Background: an optimization exercise with open tools, aiming at small area and a short achievable clock period. Do not read the settings as production practice. Only simulation tests tie the RTL to the original design; equivalence was not proved. No activity file was given, so power comes from the tool's default toggle rates.

===== flow/flow/run.sh =====
#!/bin/bash
# The standard layout (the standard.sh, all steps through finish), except
# that the input and output ports are buffered with buf_4 cells instead of the
# slow delay buffer the port buffering picks by default.
set -euo pipefail
bash "$(dirname "$0")/../standard.sh" "BUFFER_PORTS_ARGS=-buffer_cell sky130_fd_sc_hd__buf_4" finish > flow_make.log 2>&1

===== flow/standard.sh =====
#!/bin/bash
# synth_recipe.tcl (not shown) runs the flow's synth.tcl, then flattens the netlist and writes it again
# the make line also repeats each setting of config.mk as NAME=value (left out here)
make -C /OpenROAD-flow-scripts/flow DESIGN_CONFIG=/design/flow/config.mk WORK_HOME=/design/flow/orfs CLKGATE_MAP_FILE= SYNTH_SCRIPT=/design/flow/synth_recipe.tcl "${@:-finish}"

===== flow/config.mk =====
export PLATFORM = sky130hd
export DESIGN_NAME = pipeline_processor
export DESIGN_NICKNAME = pipeline_processor
export VERILOG_FILES = /design/flow/design.v
export SDC_FILE = /design/flow/constraint.sdc
export NUM_CORES = 4
export LEC_CHECK = 0
export CAP_MARGIN = 20
export CORE_MARGIN = 2
export CORE_UTILIZATION = 40
export CTS_CLUSTER_DIAMETER = 100
export CTS_CLUSTER_SIZE = 30
export SETUP_SLACK_MARGIN = 5
export SLEW_MARGIN = 20

===== flow/constraint.sdc =====
create_clock -name core_clock -period 8.0 [get_ports {clk}]
set_input_delay 1.6000 -clock core_clock [delete_from_list [all_inputs] [get_ports {clk}]]
set_output_delay 1.6000 -clock core_clock [all_outputs]
set_load 0.01 [all_outputs]

===== flow/design.v =====
module pipeline_processor(
    input clk,
    input reset,
    input [31:0] instr,
    output [31:0] result
);
    reg [31:0] reg_file [0:31];
    reg [31:0] s0_instr;
    reg        s0_valid;
    always @(posedge clk)
        s0_instr <= instr;
    always @(posedge clk or posedge reset)
        if (reset) s0_valid <= 1'b0;
        else       s0_valid <= 1'b1;
    wire [5:0] op    = s0_instr[31:26];
    wire [5:0] funct = s0_instr[5:0];
    wire is_r    = (op == 6'h00);
    wire is_load = (op == 6'h23);
    wire is_add  = is_r & (funct == 6'h20);
    wire is_sub  = is_r & (funct == 6'h22);
    reg [4:0]  s1_rs, s1_rt;
    reg [15:0] s1_imm, s2_imm;
    reg        s1_use_a, s1_use_b, s1_load, s1_sub, s1_wen;
    reg [4:0]  s1_wd;
    reg        s2_load, s2_sub, s2_wen;
    reg [4:0]  s2_wd;
    reg        s3_sub, s3_wen;
    reg [4:0]  s3_wd;
    always @(posedge clk) begin
        s1_rs  <= s0_instr[25:21];
        s1_rt  <= s0_instr[20:16];
        s1_imm <= s0_instr[15:0];
        s2_imm <= s1_imm;
    end
    always @(posedge clk or posedge reset) begin
        if (reset) begin
            s1_use_a <= 1'b0; s1_use_b <= 1'b0; s1_load <= 1'b0; s1_sub <= 1'b0;
            s1_wen <= 1'b1; s1_wd <= 5'd0;
            s2_load <= 1'b0; s2_sub <= 1'b0; s2_wen <= 1'b1; s2_wd <= 5'd0;
        end else begin
            s1_use_a <= s0_valid & (is_add | is_sub | is_load);
            s1_use_b <= s0_valid & (is_add | is_sub);
            s1_load  <= s0_valid & is_load;
            s1_sub   <= s0_valid & is_sub;
            s1_wen   <= ~s0_valid | is_r | is_load;
            s1_wd    <= ~s0_valid ? 5'd0 : is_r ? s0_instr[15:11] : s0_instr[20:16];
            s2_load <= s1_load; s2_sub <= s1_sub; s2_wen <= s1_wen; s2_wd <= s1_wd;
        end
    end
    wire byp_a = s1_use_a & s3_wen & (s1_rs == s3_wd);
    wire byp_b = s1_use_b & s3_wen & (s1_rt == s3_wd);
    wire rf_a  = s1_use_a & ~byp_a;
    wire rf_b  = s1_use_b & ~byp_b;
    reg [3:0] s2_lo_a, s2_lo_b;
    reg [7:0] s2_hi_a, s2_hi_b;
    reg       s2_byp_a, s2_byp_b;
    always @(posedge clk) begin
        s2_lo_a <= 4'd1 << s1_rs[1:0];
        s2_lo_b <= 4'd1 << s1_rt[1:0];
    end
    always @(posedge clk or posedge reset) begin
        if (reset) begin
            s2_hi_a <= 8'd0; s2_hi_b <= 8'd0; s2_byp_a <= 1'b0; s2_byp_b <= 1'b0;
        end else begin
            s2_hi_a <= {7'd0, rf_a} << s1_rs[4:2];
            s2_hi_b <= {7'd0, rf_b} << s1_rt[4:2];
            s2_byp_a <= byp_a;
            s2_byp_b <= byp_b;
        end
    end
    reg  [31:0] wb_data;
    reg  [31:0] rd_a, rd_b;
    integer k;
    always @* begin
        rd_a = wb_data & {32{s2_byp_a}};
        rd_b = (wb_data & {32{s2_byp_b}}) | {16'd0, s2_imm & {16{s2_load}}};
        for (k = 0; k < 32; k = k + 1) begin
            rd_a = rd_a | (reg_file[k] & {32{s2_hi_a[k / 4] & s2_lo_a[k % 4]}});
            rd_b = rd_b | (reg_file[k] & {32{s2_hi_b[k / 4] & s2_lo_b[k % 4]}});
        end
    end
    reg [31:0] s3_a, s3_b;
    always @(posedge clk or posedge reset) begin
        if (reset) begin
            s3_a <= 32'd0; s3_b <= 32'd0; s3_sub <= 1'b0;
            s3_wen <= 1'b1; s3_wd <= 5'd0;
        end else begin
            s3_a <= rd_a; s3_b <= rd_b ^ {32{s2_sub}}; s3_sub <= s2_sub;
            s3_wen <= s2_wen; s3_wd <= s2_wd;
        end
    end
    wire [32:0] sum_x = {s3_a, 1'b1} + {s3_b, s3_sub};
    wire [31:0] sum = sum_x[32:1];
    reg [31:0] res;
    always @(posedge clk or posedge reset)
        if (reset) res <= 32'd0;
        else       res <= sum;
    reg       wb_wen;
    reg [4:0] wb_wd;
    always @(posedge clk) begin
        wb_data <= sum;
        wb_wen  <= s3_wen;
        wb_wd   <= s3_wd;
    end
    always @(posedge clk)
        if (wb_wen) reg_file[wb_wd] <= wb_data;
    assign result = res;
endmodule

==> results.json, run 1 <==
{
  "run_status": "complete, no violations",
  "ys_seq_area_share_pct": 72.06,
  "wire_length_of_the_first_global_routing_pass_um": 312600,
  "grt_overflow_total": 0,
  "dpl_cell_area_mm2": 0.05370,
  "timing.final.ws_setup_ns": 4.996,
  "rsz0062_at_grt": "no",
  "crit-reg2reg-capture": "s3_b[6]",
  "tritoncts": "done",
  "syn_area_mm2": 0.05087,
  "route.detailed.drc": 0,
  "worst_ep_arrival_time_ns": 1.40,
  "synth-edff-count": 1024,
  "cts_max_level": 2,
  "cp_slowest_cell": "sky130_fd_sc_hd__dfrtp_2",
  "timing_worst_slew_pin_value_ns": 1.176,
  "syn-mean-instance-area_um2": 15.17,
  "die-width_um": 360.6,
  "period_needed_ns": 3.004,
  "die_height_um": 360.6,
  "finalMaxSlewViolations": 0,
  "timing.critical_path.from": "res[9]",
  "slew_headroom_pct": 21.59,
  "fmaxAchievable_ghz": 0.3329,
  "post-route-period-util_pct": 37.55,
  "finalInstanceArea_mm2": 0.05533,
  "reg2reg_depth": 6,
  "timing.critical_path.depth": 1,
  "worst_setup_hold_path_clk_slew_ns": 0.12,
  "cts_inserted_buffers": 50,
  "worst_clock_skew_ns": 0.04815,
  "cts.root.buffer_cell": "sky130_fd_sc_hd__clkbuf_16",
  "critical_path.top_delay_family": "flip-flops",
  "drive_gt1_share_pct": 11.55,
  "io_buffer_count": 65,
  "antenna_violations_before_repair": 8,
  "vias": 39510,
  "met1_usage_pct": 43.94,
  "setup.worst_path.start_class": "flip-flop",
  "wirelength_um": 235400,
  "setup.worst_path.end_class": "primary output",
  "wire_per_inst_um": 46.81,
  "leakagePower_nw": 20.28,
  "synthArstFlopShare_pct": 10.90,
  "postRouteAntennaNets": 0,
  "placement_rows": 130,
  "flop2flop_setup_slack_ns": 5.06,
  "clock-sinks": 1284,
  "drtPass1Iterations": 12,
  "worstSetupEndpoint": "result[9]",
  "ir_drop_mv": 0.1528,
  "yosys_warnings": 1,
  "total_die_area_mm2": 0.1300,
  "met3_track_utilization_from_global_routing_pct": 16.25,
  "nets_in_the_synthesized_netlist": 3420,
  "met2_usage_pct": 49.02,
  "count_of_maximum_capacitance_violations": 0,
  "nFillCells": 11150,
  "yosys_most_used_dff": "sky130_fd_sc_hd__edfxtp_1",
  "cp.required_ns": 6.40,
  "setup_viol_count_final": 0,
  "p_per_area_mw_per_mm2": 194.1,
  "layoutNonFillerInstCount": 5029,
  "report.power.total_w": 0.01074,
  "hold_path_class": "reg -> reg",
  "first_iter_violations": 11570,
  "crit_buf_inv": 1,
  "initial_utilization_pct": 40.41,
  "synthDistinctLibCells": 57,
  "core-area_mm2": 0.1259,
  "hpwlAfterDp_um": 113100,
  "ys_ff_latch": 1284,
  "place_worst_setup_slack_ns": 4.899,
  "dpl.cell_count": 4925,
  "clk_path_buf_depth": 3,
  "slowest_delay_ns": 0.51,
  "hold_viol_final": 0,
  "reg2reg_from": "s2_lo_b[0]",
  "floorplan.io_pins": 66,
  "syn_inst": 3354,
  "grt_pass1_vias": 36410,
  "timing.setup.critical_path_class": "reg -> out",
  "critical_path.max_fanout": 1,
  "gp_congestion": 0.9270,
  "grt_usage_pct": 35.11,
  "flow.area_growth_from_synthesis_pct": 8.769,
  "globalRoute.busiestLayer": "met2",
  "tns_ns": 0,
  "grt_start_max_net_pins": 141,
  "fin_nets": 3394,
  "worstSkewPairLatency_ns": 0.73,
  "timing.critical_path.cells": "buf_4",
  "viasPerCell": 7.855
}
==> area by class of cell <==
type                            count  area (um2)  area share, %
Sequential cell                  1284       36680          66.29
Multi-Input combinational cell   1786       13530          24.45
Tap cell                         1650        2064          3.731
Timing Repair Buffer              193        1465          2.648
Clock buffer                       85        1414          2.555
Clock inverter                      8       101.3         0.1832
Inverter                           13       52.55        0.09498
Antenna cell                       10       25.02        0.04523
==> metal layers <==
| metal | vias up | wire (um) |
|---|---|---|
| met3 | 1441 | 42850 |
| li1 | 13940 | - |
| met4 | 15 | 20710 |
| met2 | 4979 | 94060 |
| met1 | 19130 | 77420 |
| met5 | - | 382 |
==> kinds of logic after synthesis <==
family          count (synthesis)  share of synthesized area, %
compound gates               1117                         17.97
xor+xnor                       67                         1.154
fa+ha+maj                      32                        0.8018
buf+inv                       284                         2.110
flops                        1284                         72.06
mux                             1                       0.01968
other cells                     1                      0.007372
simple gates                  568                         5.869
==> cell usage in the layout (no fill, tap or decap), types with 5 or more instances in the layout <==
cell and instances:
sky130_fd_sc_hd__nor3_1 45, sky130_fd_sc_hd__buf_4 191, sky130_fd_sc_hd__dfrtp_1 126, sky130_fd_sc_hd__o21a_1 7, sky130_fd_sc_hd__edfxtp_1 1024, sky130_fd_sc_hd__inv_1 12, sky130_fd_sc_hd__nor2_4 32, sky130_fd_sc_hd__nand4_1 90
sky130_fd_sc_hd__a22oi_1 444, sky130_fd_sc_hd__ha_1 30, sky130_fd_sc_hd__dfrtp_2 11, sky130_fd_sc_hd__or3_1 10, sky130_fd_sc_hd__o21ai_0 12, sky130_fd_sc_hd__a21o_1 13, sky130_fd_sc_hd__nand3b_1 8, sky130_fd_sc_hd__a221oi_1 250
sky130_fd_sc_hd__clkbuf_16 51, sky130_fd_sc_hd__nor2b_1 5, sky130_fd_sc_hd__clkbuf_1 33, sky130_fd_sc_hd__a222oi_1 80, sky130_fd_sc_hd__xor2_1 43, sky130_fd_sc_hd__nor4_1 26, sky130_fd_sc_hd__nand2_1 71, sky130_fd_sc_hd__diode_2 10
sky130_fd_sc_hd__dfxtp_1 116, sky130_fd_sc_hd__xnor2_1 22, sky130_fd_sc_hd__a21boi_0 6, sky130_fd_sc_hd__nand3_1 146, sky130_fd_sc_hd__and2_2 64, sky130_fd_sc_hd__and3_1 5, sky130_fd_sc_hd__nor2_1 40, sky130_fd_sc_hd__nand2b_1 10
sky130_fd_sc_hd__a21oi_1 25, sky130_fd_sc_hd__a22o_1 251
==> how the worst min path moves through the flow <==
stage | start | endpoint | slack [ns] | depth (start not counted)
after floorplan | s0_instr[10] | s1_imm[10] | 0.31 | 0
after global placement | s0_instr[10] | s1_imm[10] | 0.31 | 0
after detailed placement | s1_imm[1] | s2_imm[1] | 0.31 | 0
after CTS | s1_imm[1] | s2_imm[1] | 0.33 | 0
after global routing | s0_instr[9] | s1_imm[9] | 0.34 | 0
final | s1_imm[1] | s2_imm[1] | 0.32 | 0
==> cells in the mapped netlist (35+ instances only) <==
cell type,number,area (um2)
sky130_fd_sc_hd__a222oi_1,80,800.8
sky130_fd_sc_hd__nand2_1,71,266.5
sky130_fd_sc_hd__nand4_1,90,563.0
sky130_fd_sc_hd__nand3_1,146,730.7
sky130_fd_sc_hd__buf_1,35,131.4
sky130_fd_sc_hd__and2_1,65,406.6
sky130_fd_sc_hd__a22o_1,251,2198
sky130_fd_sc_hd__a221oi_1,250,2190
sky130_fd_sc_hd__dfrtp_1,137,3428
sky130_fd_sc_hd__edfxtp_1,1024,30750
sky130_fd_sc_hd__dfxtp_1,120,2402
sky130_fd_sc_hd__clkbuf_1,235,882.1
sky130_fd_sc_hd__nor3_1,47,235.2
sky130_fd_sc_hd__xor2_1,43,376.6
sky130_fd_sc_hd__nor2_1,72,270.3
sky130_fd_sc_hd__a22oi_1,444,3333
==> timing repair <==
action,4_1_cts,5_1_grt
buffers inserted,0,1
pin swaps,1,2
setup endpoints to repair,13,17
gates resized for setup,12,8
hold buffers,0,0
==> power breakdown <==
part	total, W	switching [W]	internal [W]	leakage [nW]
Combinational	0.000133	0.000105	0.0000283	5.70
Sequential	0.00723	0.0000433	0.00719	13.8
Clock	0.00338	0.00211	0.00126	0.728
==> through the flow <==
stage	utilization (%)	hold slack, ns
floorplan	-	0.3096
global placement	42.65	0.3115
detailed placement	42.65	0.3121
CTS	43.88	0.3253
global route	43.93	0.3384
finish	43.95	0.3228
==> sequential cells by signal (all words and copies together), names as in the netlist, 16 cells and up <==
name      flops
res          32
reg_file   1024
wb_data      32
s1_imm       16
s3_b         32
s3_a         32
s2_imm       16
s0_instr     32
==> run 2: changes to the inputs <==
--- a/flow/config.mk
+++ b/flow/config.mk
@@ -8,7 +8,7 @@
 export CAP_MARGIN = 20
 export CORE_MARGIN = 2
 export CORE_UTILIZATION = 40
-export CTS_CLUSTER_DIAMETER = 100
-export CTS_CLUSTER_SIZE = 30
+export CTS_CLUSTER_DIAMETER = 80
+export CTS_CLUSTER_SIZE = 24
 export SETUP_SLACK_MARGIN = 5
 export SLEW_MARGIN = 20
==> run 2 against run 1 <==
Net effect:
- non-clock buffer count unchanged
- clock power up 19%
- combinational power about the same
- largest power group unchanged
- count of clock-buffer cells in the layout up 23
- hold slack worse by 0.0026 ns
- highest routed layer unchanged
==> results.json, run 2 <==
{
  "final_core_util_pct": 44.42,
  "postRouteAntennaNets": 0,
  "power.switching_w": 0.002386,
  "tns_ns": 0,
  "synth.top_cell.area_share_pct": 60.45,
  "grt_start_max_net_pins": 141,
  "cts.root.buffer_cell": "sky130_fd_sc_hd__clkbuf_16",
  "p_int_w": 0.009003,
  "viasPerCell": 7.764,
  "yosys-top-cells-area": "sky130_fd_sc_hd__edfxtp_1, sky130_fd_sc_hd__dfrtp_1, sky130_fd_sc_hd__a22oi_1",
  "synth_top_area_cell": "sky130_fd_sc_hd__edfxtp_1",
  "setup_viol_count_final": 0,
  "slowest_delay_ns": 0.51,
  "timing.critical_path.cells": "buf_4",
  "leakagePower_nw": 20.59,
  "placement_rows": 130,
  "timing_worst_slew_pin_value_ns": 1.198,
  "top_register": "reg_file",
  "yosys_warnings": 1,
  "period_needed_ns": 2.997,
  "setup.worst_path.end_class": "primary output",
  "wire_length_of_the_first_global_routing_pass_um": 313500,
  "most_common_cell_in_the_synthesized_netlist": "sky130_fd_sc_hd__edfxtp_1",
  "die-width_um": 360.6,
  "timing.setup.critical_path_class": "reg -> out",
  "initial_utilization_pct": 40.41,
  "multi_input_area_mm2": 0.01354,
  "fin_nets": 3411,
  "nets_in_the_synthesized_netlist": 3420,
  "critical_path.top_delay_family": "flip-flops",
  "first_iter_violations": 11780,
  "floorplan.io_pins": 66,
  "worst_setup_hold_path_clk_slew_ns": 0.09,
  "worstSkewPairLatency_ns": 0.69,
  "hpwlAfterDp_um": 113100,
  "pwr-share-clk_pct": 35.4,
  "grt_overflow_total": 0,
  "finalMaxSlewViolations": 0,
  "wire_per_inst_um": 46.71,
  "synth-edff-count": 1024,
  "io_buffer_count": 65,
  "finalInstanceArea_mm2": 0.05593,
  "critical_path.max_fanout": 1,
  "cts_inserted_buffers": 67,
  "run_status": "complete, no violations",
  "setup.worst_path.start_class": "flip-flop",
  "synthArstFlopShare_pct": 10.90,
  "largest_register_ff_count": 1024,
  "core-area_mm2": 0.1259,
  "crit_buf_inv": 1,
  "syn_inst": 3354,
  "nFillCells": 11070,
  "seqCellArea_mm2": 0.03667,
  "p_per_area_mw_per_mm2": 203.6,
  "flow.area_growth_from_synthesis_pct": 9.942,
  "ys_seq_area_share_pct": 72.06,
  "grt_pass1_vias": 36630,
  "synthDistinctLibCells": 57,
  "clk_path_buf_depth": 3,
  "tritoncts": "done",
  "yosys-top-cells-count": "sky130_fd_sc_hd__edfxtp_1, sky130_fd_sc_hd__a22oi_1, sky130_fd_sc_hd__a22o_1",
  "rsz0062_at_grt": "no",
  "layoutNonFillerInstCount": 5050,
  "count_of_maximum_capacitance_violations": 0,
  "dpl.cell_count": 4925,
  "clock-sinks": 1284,
  "syn-mean-instance-area_um2": 15.17,
  "gp_congestion": 0.9270,
  "slew_headroom_pct": 20.11,
  "vias": 39210,
  "syn_area_mm2": 0.05087,
  "yosys_most_used_dff": "sky130_fd_sc_hd__edfxtp_1",
  "cp.required_ns": 6.40,
  "switching_share_pct": 20.95,
  "hold_path_class": "reg -> reg",
  "drtPass1Iterations": 14,
  "worst_clock_skew_ns": 0.05025,
  "worst_ep_arrival_time_ns": 1.40,
  "drive_gt1_share_pct": 12.10,
  "ys_ff_latch": 1284,
  "finalHoldWorstSlack_ns": 0.3202,
  "hold_viol_final": 0,
  "final_common_cell": "sky130_fd_sc_hd__edfxtp_1",
  "total_die_area_mm2": 0.1300,
  "die_height_um": 360.6,
  "cts_max_level": 3,
  "seqPwrFrac_pct": 63.5,
  "final_cell_mix": "sky130_fd_sc_hd__edfxtp_1, sky130_fd_sc_hd__a22oi_1, sky130_fd_sc_hd__a22o_1",
  "fmaxAchievable_ghz": 0.3337,
  "grt_usage_pct": 35.22,
  "antenna_violations_before_repair": 5,
  "gate_power_share_pct": 1.2,
  "ir_drop_mv": 0.1420,
  "wirelength_um": 235900,
  "dpl_cell_area_mm2": 0.05370,
  "route.detailed.drc": 0,
  "cp_slowest_cell": "sky130_fd_sc_hd__dfrtp_1",
  "post-route-period-util_pct": 37.46
}
## run 2: cell families (layout without fill, tap and decap cells)
family	after synthesis	after routing	synth area share [%]
AND/OR/NAND/NOR	568	568	5.869
buffers and inverters	284	328	2.110
adder cells (fa/ha/maj)	32	32	0.8018
other	1	3	0.007372
XOR/XNOR	67	67	1.154
flip-flops	1284	1284	72.06
multiplexers	1	1	0.01968
AO/OA/AOI/OAI	1117	1117	17.97
## run 2: cell type report
type | count | area share [%]
diodes | 2 | 0.008949
clock buffers | 108 | 3.481
clock inverters | 14 | 0.3333
inverters | 13 | 0.09396
multi-input cells | 1786 | 24.21
flip-flops and latches | 1284 | 65.57
well taps | 1650 | 3.691
repair buffers | 193 | 2.613
## run 2: power groups by stage
stage,sequential [W],combinational (W),clock (W)
finish,0.00723,0.000133,0.00403
global route,0.00723,0.000137,0.00423
CTS,0.00723,0.000130,0.00402
detailed placement,0.00738,0.000129,0
global placement,0.00738,0.000128,0
floorplan,0.00736,0.0000450,0
## run 2: repair_timing
item,CTS,global route
gates resized for setup,8,11
pin swaps,1,2
setup buffers,0,1
endpoints found under the setup margin,10,17
hold buffers,0,0
## run 2: worst register-to-register path: stages, from the launching register on
cell and delay (ns):
sky130_fd_sc_hd__dfxtp_1 0.48, sky130_fd_sc_hd__and2_2 0.93, sky130_fd_sc_hd__buf_4 0.60, sky130_fd_sc_hd__a22oi_1 0.16, sky130_fd_sc_hd__nand3_1 0.19, sky130_fd_sc_hd__nor3_1 0.10
sky130_fd_sc_hd__xnor2_1 0.38
## run 2: worst paths after layout
check,startpoint,cells past startpoint,slack (ns),endpoint
max in group asynchronous,reset,3,6.12,res[9]
hold / removal,s1_imm[4],0,0.32,s2_imm[4]
setup / recovery,res[11],1,5.00,result[11]
setup reg to reg,s2_lo_b[0],6,5.01,s3_b[6]
min in group asynchronous,reset,3,1.16,s2_hi_a[2]
hold reg to reg,s1_imm[4],0,0.32,s2_imm[4]
## run 2: per-layer routing
metal	wire (um)	up-vias	track usage, %	share of wire, %
met3	43300	1448	16.91	18
met2	93460	4821	49.01	40
li1	-	13980	-	-
met4	21230	12	22.22	9.0
met5	217	-	0.7029	0.092
met1	77660	18950	43.68	33
## run 2: per-stage QoR
stage / setup WS (ns) / power [W]
3_5_place_dp: 4.899 / 0.007507
2_1_floorplan: 4.653 / 0.007408
5_1_grt: 4.979 / 0.01160
6_report: 5.003 / 0.01139
3_3_place_gp: 4.854 / 0.007505
4_1_cts: 5.004 / 0.01138
==> run 3: changes to the inputs <==
==> flow/flow/run.sh (replaced) <==
#!/bin/bash
set -euo pipefail
bash "$(dirname "$0")/../standard.sh" \
  "BUFFER_PORTS_ARGS=-buffer_cell sky130_fd_sc_hd__buf_4" \
  SETUP_SLACK_MARGIN=5.3 \
  finish > flow_make.log 2>&1
--- a/flow/config.mk
+++ b/flow/config.mk
@@ -7,8 +7,9 @@
 export LEC_CHECK = 0
 export CAP_MARGIN = 20
 export CORE_MARGIN = 2
-export CORE_UTILIZATION = 40
+export CORE_UTILIZATION = 55
 export CTS_CLUSTER_DIAMETER = 80
 export CTS_CLUSTER_SIZE = 24
+export PLACE_DENSITY = 0.65
 export SETUP_SLACK_MARGIN = 5
 export SLEW_MARGIN = 20
==> run 3 against run 2 <==
Net effect:
- largest cell class unchanged
- critical path type unchanged
- combinational power about the same
- non-clock buffer count shrank 14
- power shrank 2.4%
- clock skew fell by 0.017 ns
- critical endpoint is now result[13]
- final area fell by 0.55%
- global-route usage up 13 points
- sequential power barely moved
==> results.json, run 3 <==
{
  "run_status": "complete, no violations",
  "finalMaxSlewViolations": 0,
  "cts_inserted_buffers": 61,
  "top_register": "reg_file",
  "holdPathEnd": "s2_imm[10]",
  "worstSkewPairLatency_ns": 0.73,
  "rsz0062_at_grt": "yes",
  "viasPerCell": 8.778,
  "grt_start_max_net_pins": 74,
  "clock-sinks": 1284,
  "drtPass1Iterations": 14,
  "drive_gt1_share_pct": 12.55,
  "syn-mean-instance-area_um2": 15.17,
  "critical_path.max_fanout": 1,
  "placement_rows": 111,
  "initial_utilization_pct": 55.50,
  "fmaxAchievable_ghz": 0.3285,
  "grt_pass1_vias": 37020,
  "setup_viol_count_final": 0,
  "antenna_violations_before_repair": 7,
  "die-width_um": 308.1,
  "nFillCells": 6839,
  "timing_worst_slew_pin_value_ns": 1.208,
  "worst_ep_arrival_time_ns": 1.44,
  "reg2reg_depth": 8,
  "most_common_cell_in_the_synthesized_netlist": "sky130_fd_sc_hd__edfxtp_1",
  "slew_headroom_pct": 19.44,
  "yosys-top-cells-count": "sky130_fd_sc_hd__edfxtp_1, sky130_fd_sc_hd__a22oi_1, sky130_fd_sc_hd__a22o_1",
  "hold_path_class": "reg -> reg",
  "cts.root.buffer_cell": "sky130_fd_sc_hd__clkbuf_16",
  "hpwlAfterDp_um": 108100,
  "synth-edff-count": 1024,
  "slowest_delay_ns": 0.54,
  "gp_congestion": 0.9560,
  "synth.top_cell.area_share_pct": 60.45,
  "final_cell_mix": "sky130_fd_sc_hd__edfxtp_1, sky130_fd_sc_hd__a22oi_1, sky130_fd_sc_hd__a22o_1",
  "wire_per_inst_um": 50.54,
  "final_common_cell": "sky130_fd_sc_hd__edfxtp_1",
  "cts_max_level": 2,
  "cp_slowest_cell": "sky130_fd_sc_hd__dfrtp_2",
  "reg2reg_from": "s2_lo_b[3]",
  "timing.hold.worst_path_depth": 0,
  "setup.worst_path.end_class": "primary output",
  "yosys_warnings": 1,
  "post-route-period-util_pct": 38.05,
  "io_buffer_count": 65,
  "syn_inst": 3354,
  "multi_input_area_mm2": 0.01390,
  "worst_clock_skew_ns": 0.03331,
  "floorplan.io_pins": 66,
  "cp.required_ns": 6.40,
  "wirelength_um": 231600,
  "report.power.total_w": 0.01112,
  "ys_ff_latch": 1284,
  "crit-reg2reg-capture": "s3_b[15]",
  "yosys_most_used_dff": "sky130_fd_sc_hd__edfxtp_1",
  "seqCellArea_mm2": 0.03668,
  "timing.critical_path.cells": "buf_6",
  "synthArstFlopShare_pct": 10.90,
  "synthDistinctLibCells": 57,
  "holdBufCountCts": 0,
  "grt_overflow_total": 0,
  "yosys-top-cells-area": "sky130_fd_sc_hd__edfxtp_1, sky130_fd_sc_hd__dfrtp_1, sky130_fd_sc_hd__a22oi_1",
  "setup.worst_path.start_class": "flip-flop",
  "p_per_area_mw_per_mm2": 199.9,
  "flow.area_growth_from_synthesis_pct": 9.342,
  "fin_nets": 3391,
  "final_core_util_pct": 60.68,
  "critical_path.top_delay_family": "flip-flops",
  "synth_top_area_cell": "sky130_fd_sc_hd__edfxtp_1",
  "finalInstanceArea_mm2": 0.05562,
  "flop2flop_setup_slack_ns": 5.11,
  "hold_path.startpoint": "s1_imm[10]",
  "largest_register_ff_count": 1024,
  "period_needed_ns": 3.044,
  "total_die_area_mm2": 0.09494,
  "grt_usage_pct": 48.12,
  "nets_in_the_synthesized_netlist": 3420,
  "finalHoldWorstSlack_ns": 0.3136,
  "hold_viol_final": 0,
  "leakagePower_nw": 20.50,
  "vias": 40230,
  "die_height_um": 308.1,
  "wire_length_of_the_first_global_routing_pass_um": 307000,
  "timing.critical_path.depth": 1,
  "clk_path_buf_depth": 3,
  "tritoncts": "done",
  "worst_setup_hold_path_clk_slew_ns": 0.10,
  "route.detailed.drc": 0,
  "first_iter_violations": 12150,
  "crit_buf_inv": 1,
  "count_of_maximum_capacitance_violations": 0,
  "ir_drop_mv": 0.2372,
  "dpl_cell_area_mm2": 0.05279,
  "timing.setup.critical_path_class": "reg -> out",
  "ys_seq_area_share_pct": 72.06,
  "syn_area_mm2": 0.05087,
  "postRouteAntennaNets": 0,
  "core-area_mm2": 0.09166,
  "tns_ns": 0
}
-- run 3: report_power, final --
part	internal, W	total, W	switching [W]
Clock	0.00157	0.00375	0.00217
Combinational	0.0000330	0.000136	0.000103
Sequential	0.00719	0.00723	0.0000485
-- run 3: repair_timing --
item	CTS	global route
pin swaps	30	16
setup buffers	26	9
gates resized for setup	76	33
setup endpoints to repair	304	126
-- run 3: how the worst max path moves through the flow --
stage	start	endpoint
3_5_place_dp	s3_sub	res[29]
2_1_floorplan	reset	res[0]
5_1_grt	res[13]	result[13]
3_3_place_gp	s3_sub	res[29]
6_report	res[13]	result[13]
4_1_cts	res[13]	result[13]
-- run 3: metal layers --
layer | vias to the layer above | global-route usage (%) | routed length (um)
li1 | 13970 | - | -
met1 | 19340 | 60.45 | 73790
met2 | 5405 | 63.64 | 90210
met3 | 1510 | 27.53 | 48190
met4 | 12 | 29.37 | 19250
met5 | - | 1.550 | 191
-- run 3: kinds of logic after synthesis --
family                   synth area share [%]
other                                0.007372
adder cells (fa/ha/maj)                0.8018
flip-flops                              72.06
buffers and inverters                   2.110
multiplexers                          0.01968
AO/OA/AOI/OAI                           17.97
AND/OR/NAND/NOR                         5.869
XOR/XNOR                                1.154
-- run 3: area by class of cell --
cell class	instances	area share [%]
timing repair buffer	179	2.814
multi-input combinational	1786	24.99
clock inverter	11	0.2632
sequential	1284	65.95
tap	1186	2.668
antenna	19	0.08548
clock buffer	105	3.136
inverter	13	0.09448
-- run 3: stage by stage --
| step | std cells | worst slack, ns |
|---|---|---|
| after floorplan | 3354 | 4.653 |
| final | 4583 | 4.956 |
| after CTS | 4552 | 4.964 |
| after detailed placement | 4410 | 4.574 |
| after global routing | 4566 | 4.952 |
| after global placement | 4410 | 4.563 |
==> run 4: changes to the inputs <==
==> flow/flow/run.sh (replaced) <==
#!/bin/bash
set -euo pipefail
bash "$(dirname "$0")/../standard.sh" \
  "BUFFER_PORTS_ARGS=-buffer_cell sky130_fd_sc_hd__buf_4" \
  SETUP_SLACK_MARGIN=5.5 \
  finish > flow_make.log 2>&1
--- a/flow/config.mk
+++ b/flow/config.mk
@@ -8,8 +8,8 @@
 export CAP_MARGIN = 20
 export CORE_MARGIN = 2
 export CORE_UTILIZATION = 55
-export CTS_CLUSTER_DIAMETER = 80
-export CTS_CLUSTER_SIZE = 24
+export CTS_CLUSTER_DIAMETER = 100
+export CTS_CLUSTER_SIZE = 30
 export PLACE_DENSITY = 0.65
 export SETUP_SLACK_MARGIN = 5
 export SLEW_MARGIN = 20
==> run 4 against run 3 <==
Net effect:
- die area stayed put
- clock skew barely moved
- final cell count about the same
- maximum frequency rose by 1.8%
- sequential power about the same
- sequential share of layout area is 0.075 points lower
- setup slack better by 0.055 ns
- critical endpoint is now result[15]
==> results.json, run 4 <==
{
  "grt_overflow_total": 0,
  "final_core_util_pct": 60.74,
  "cts.root.buffer_cell": "sky130_fd_sc_hd__clkbuf_16",
  "drtPass1Iterations": 14,
  "period_needed_ns": 2.989,
  "hold_path_class": "reg -> reg",
  "finalMaxSlewViolations": 0,
  "worst_clock_skew_ns": 0.03283,
  "count_of_maximum_capacitance_violations": 0,
  "clk_path_buf_depth": 3,
  "grt_usage_pct": 48.02,
  "setup_viol_count_final": 0,
  "yosys_most_used_dff": "sky130_fd_sc_hd__edfxtp_1",
  "setup.worst_path.end_class": "primary output",
  "slowest_delay_ns": 0.52,
  "synth.top_cell.area_share_pct": 60.45,
  "wirelength_um": 232000,
  "timing.critical_path.cells": "buf_6",
  "first_iter_violations": 11880,
  "most_common_cell_in_the_synthesized_netlist": "sky130_fd_sc_hd__edfxtp_1",
  "worstSkewPairLatency_ns": 0.72,
  "yosys-top-cells-area": "sky130_fd_sc_hd__edfxtp_1, sky130_fd_sc_hd__dfrtp_1, sky130_fd_sc_hd__a22oi_1",
  "cp.required_ns": 6.40,
  "timing_worst_slew_pin_value_ns": 1.223,
  "synth-edff-count": 1024,
  "gp_congestion": 0.9758,
  "hpwlAfterDp_um": 109800,
  "report.power.total_w": 0.01073,
  "die_height_um": 308.1,
  "flow.area_growth_from_synthesis_pct": 9.447,
  "tns_ns": 0,
  "ir_drop_mv": 0.1867,
  "worst_setup_hold_path_clk_slew_ns": 0.12,
  "io_buffer_count": 65,
  "synth_top_area_cell": "sky130_fd_sc_hd__edfxtp_1",
  "timing.setup.critical_path_class": "reg -> out",
  "wire_length_of_the_first_global_routing_pass_um": 306200,
  "synthDistinctLibCells": 57,
  "dpl.cell_count": 4435,
  "drive_gt1_share_pct": 13.00,
  "p_per_area_mw_per_mm2": 192.6,
  "die-width_um": 308.1,
  "top_register": "reg_file",
  "core-area_mm2": 0.09166,
  "wire_per_inst_um": 50.66,
  "slew_headroom_pct": 18.49,
  "syn_inst": 3354,
  "final_cell_mix": "sky130_fd_sc_hd__edfxtp_1, sky130_fd_sc_hd__a22oi_1, sky130_fd_sc_hd__a22o_1",
  "viasPerCell": 8.730,
  "postRouteAntennaNets": 0,
  "cp_slowest_cell": "sky130_fd_sc_hd__dfrtp_2",
  "yosys_warnings": 1,
  "holdBufCountCts": 0,
  "nFillCells": 6898,
  "tritoncts": "done",
  "ys_seq_area_share_pct": 72.06,
  "syn-mean-instance-area_um2": 15.17,
  "cts_inserted_buffers": 50,
  "initial_utilization_pct": 55.50,
  "hold_viol_final": 0,
  "crit_buf_inv": 1,
  "ys_ff_latch": 1284,
  "yosys-top-cells-count": "sky130_fd_sc_hd__edfxtp_1, sky130_fd_sc_hd__a22oi_1, sky130_fd_sc_hd__a22o_1",
  "vias": 39990,
  "layoutNonFillerInstCount": 4580,
  "antenna_violations_before_repair": 7,
  "placement_rows": 111,
  "fin_nets": 3409,
  "cts_max_level": 2,
  "largest_register_ff_count": 1024,
  "grt_pass1_vias": 37180,
  "grt_start_max_net_pins": 55,
  "total_die_area_mm2": 0.09494,
  "run_status": "complete, no violations",
  "post-route-period-util_pct": 37.37,
  "synthArstFlopShare_pct": 10.90,
  "rsz0062_at_grt": "yes",
  "final_common_cell": "sky130_fd_sc_hd__edfxtp_1",
  "leakagePower_nw": 20.51,
  "floorplan.io_pins": 66,
  "fmaxAchievable_ghz": 0.3345,
  "syn_area_mm2": 0.05087,
  "route.detailed.drc": 0,
  "critical_path.max_fanout": 1,
  "critical_path.top_delay_family": "flip-flops",
  "worst_ep_arrival_time_ns": 1.39,
  "nets_in_the_synthesized_netlist": 3420,
  "clock-sinks": 1284,
  "setup.worst_path.start_class": "flip-flop"
}
## run 4: cell counts after synthesis
Identical to the previous run, type by type.
## run 4: worst register-to-register path, delay by kind of cell, from the launching register on
kind | cells | cell delay, ns
buf+inv | 2 | 0.34
flops | 1 | 0.43
fa+ha+maj | 1 | 0.26
xor+xnor | 1 | 0.15
compound gates | 7 | 1.46
simple gates | 1 | 0.11
## run 4: power by group
group	switching, W	internal, W
clock network	0.00210	0.00126
registers	0.0000450	0.00719
logic	0.000105	0.0000322
total	0.00225	0.00848
## run 4: cell families after synthesis
| logic type | after synthesis | share of synthesized area, % |
|---|---|---|
| other | 1 | 0.007372 |
| xor gates and xnor gates | 67 | 1.154 |
| DFF | 1284 | 72.06 |
| muxes | 1 | 0.01968 |
| AOI/OAI and AO/OA | 1117 | 17.97 |
| buffers and inverters | 284 | 2.110 |
| and+or+nand+nor | 568 | 5.869 |
| adders and majority gates | 32 | 0.8018 |
## run 4: metrics by stage
stage / worst slack [ns] / instance area (um2) / hold slack (ns)
floorplan: 4.653 / 50930 / 0.3096
global placement: 4.762 / 53000 / 0.3121
detailed placement: 4.680 / 53000 / 0.3121
CTS: 5.037 / 55150 / 0.3353
global route: 5.001 / 55650 / 0.3443
finish: 5.011 / 55680 / 0.3318
## run 4: timing repair
action | 4_1_cts | 5_1_grt
setup buffers | 21 | 20
resized for setup | 103 | 86
hold endpoints to repair | 0 | 0
pin swaps | 25 | 21
setup endpoints to repair | 450 | 362
## run 4: area by class of cell
| class | instances | area [um2] | area share, % |
|---|---|---|---|
| Clock buffer | 87 | 1433 | 2.573 |
| Multi-Input combinational cell | 1786 | 13960 | 25.08 |
| Inverter | 13 | 52.55 | 0.09439 |
| Antenna cell | 10 | 25.02 | 0.04495 |
| Clock inverter | 6 | 87.58 | 0.1573 |
| Timing Repair Buffer | 208 | 1957 | 3.515 |
| Sequential cell | 1284 | 36670 | 65.87 |
| Tap cell | 1186 | 1484 | 2.665 |
## run 4: worst paths after layout
kind / to / slack, ns / from / cells past startpoint
min in group asynchronous: res[9] / 0.87 / reset / 2
worst max register to register: res[28] / 5.19 / s3_b[9] / 12
max in group asynchronous: s2_byp_a / 5.98 / reset / 4
worst min-delay path: s1_imm[9] / 0.33 / s0_instr[9] / 0
worst max-delay path: result[15] / 5.01 / res[15] / 1
worst min register to register: s1_imm[9] / 0.33 / s0_instr[9] / 0
## run 4: per-layer routing
metal / routed length, um / part of all wire (%) / vias up / track usage (%)
li1: - / - / 13950 / -
met1: 73490 / 32 / 18960 / 60.75
met2: 88790 / 38 / 5397 / 64.15
met3: 48200 / 21 / 1664 / 27.02
met4: 21400 / 9.2 / 12 / 27.96
met5: 142 / 0.061 / - / 0.5168

## re-timing with driven ports
In the flow no input, the clock included, has a driving cell. The finished layouts below were timed again as built, in two steps. Step 1 sets driving cells, clkbuf_16 on the clock port and buf_2 on the other inputs (assumed; they add their load-dependent delay and slew). Step 2 moves the port delays by t, midway between the first and last clock arrival at a register: inputs arrive t later, outputs are due t later. That takes back most of the time a late clock gives input paths. Three values: ideal, step 1, step 2; two values: the first two.
| run | shift t [ns] | slack for setup (ns) | worst setup path at the end |
|---|---|---|---|
| run 1 | 0.777 | 4.996 / 4.920 / 5.062 | register to register |
| run 2 | 0.749 | 5.003 / 4.924 / 5.010 | register to register |
| run 3 | 0.788 | 4.956 / 4.884 / 5.111 | register to register |
| run 4 | 0.781 | 5.011 / 4.938 / 5.189 | register to register |
After both steps setup and hold are still met in every run listed.
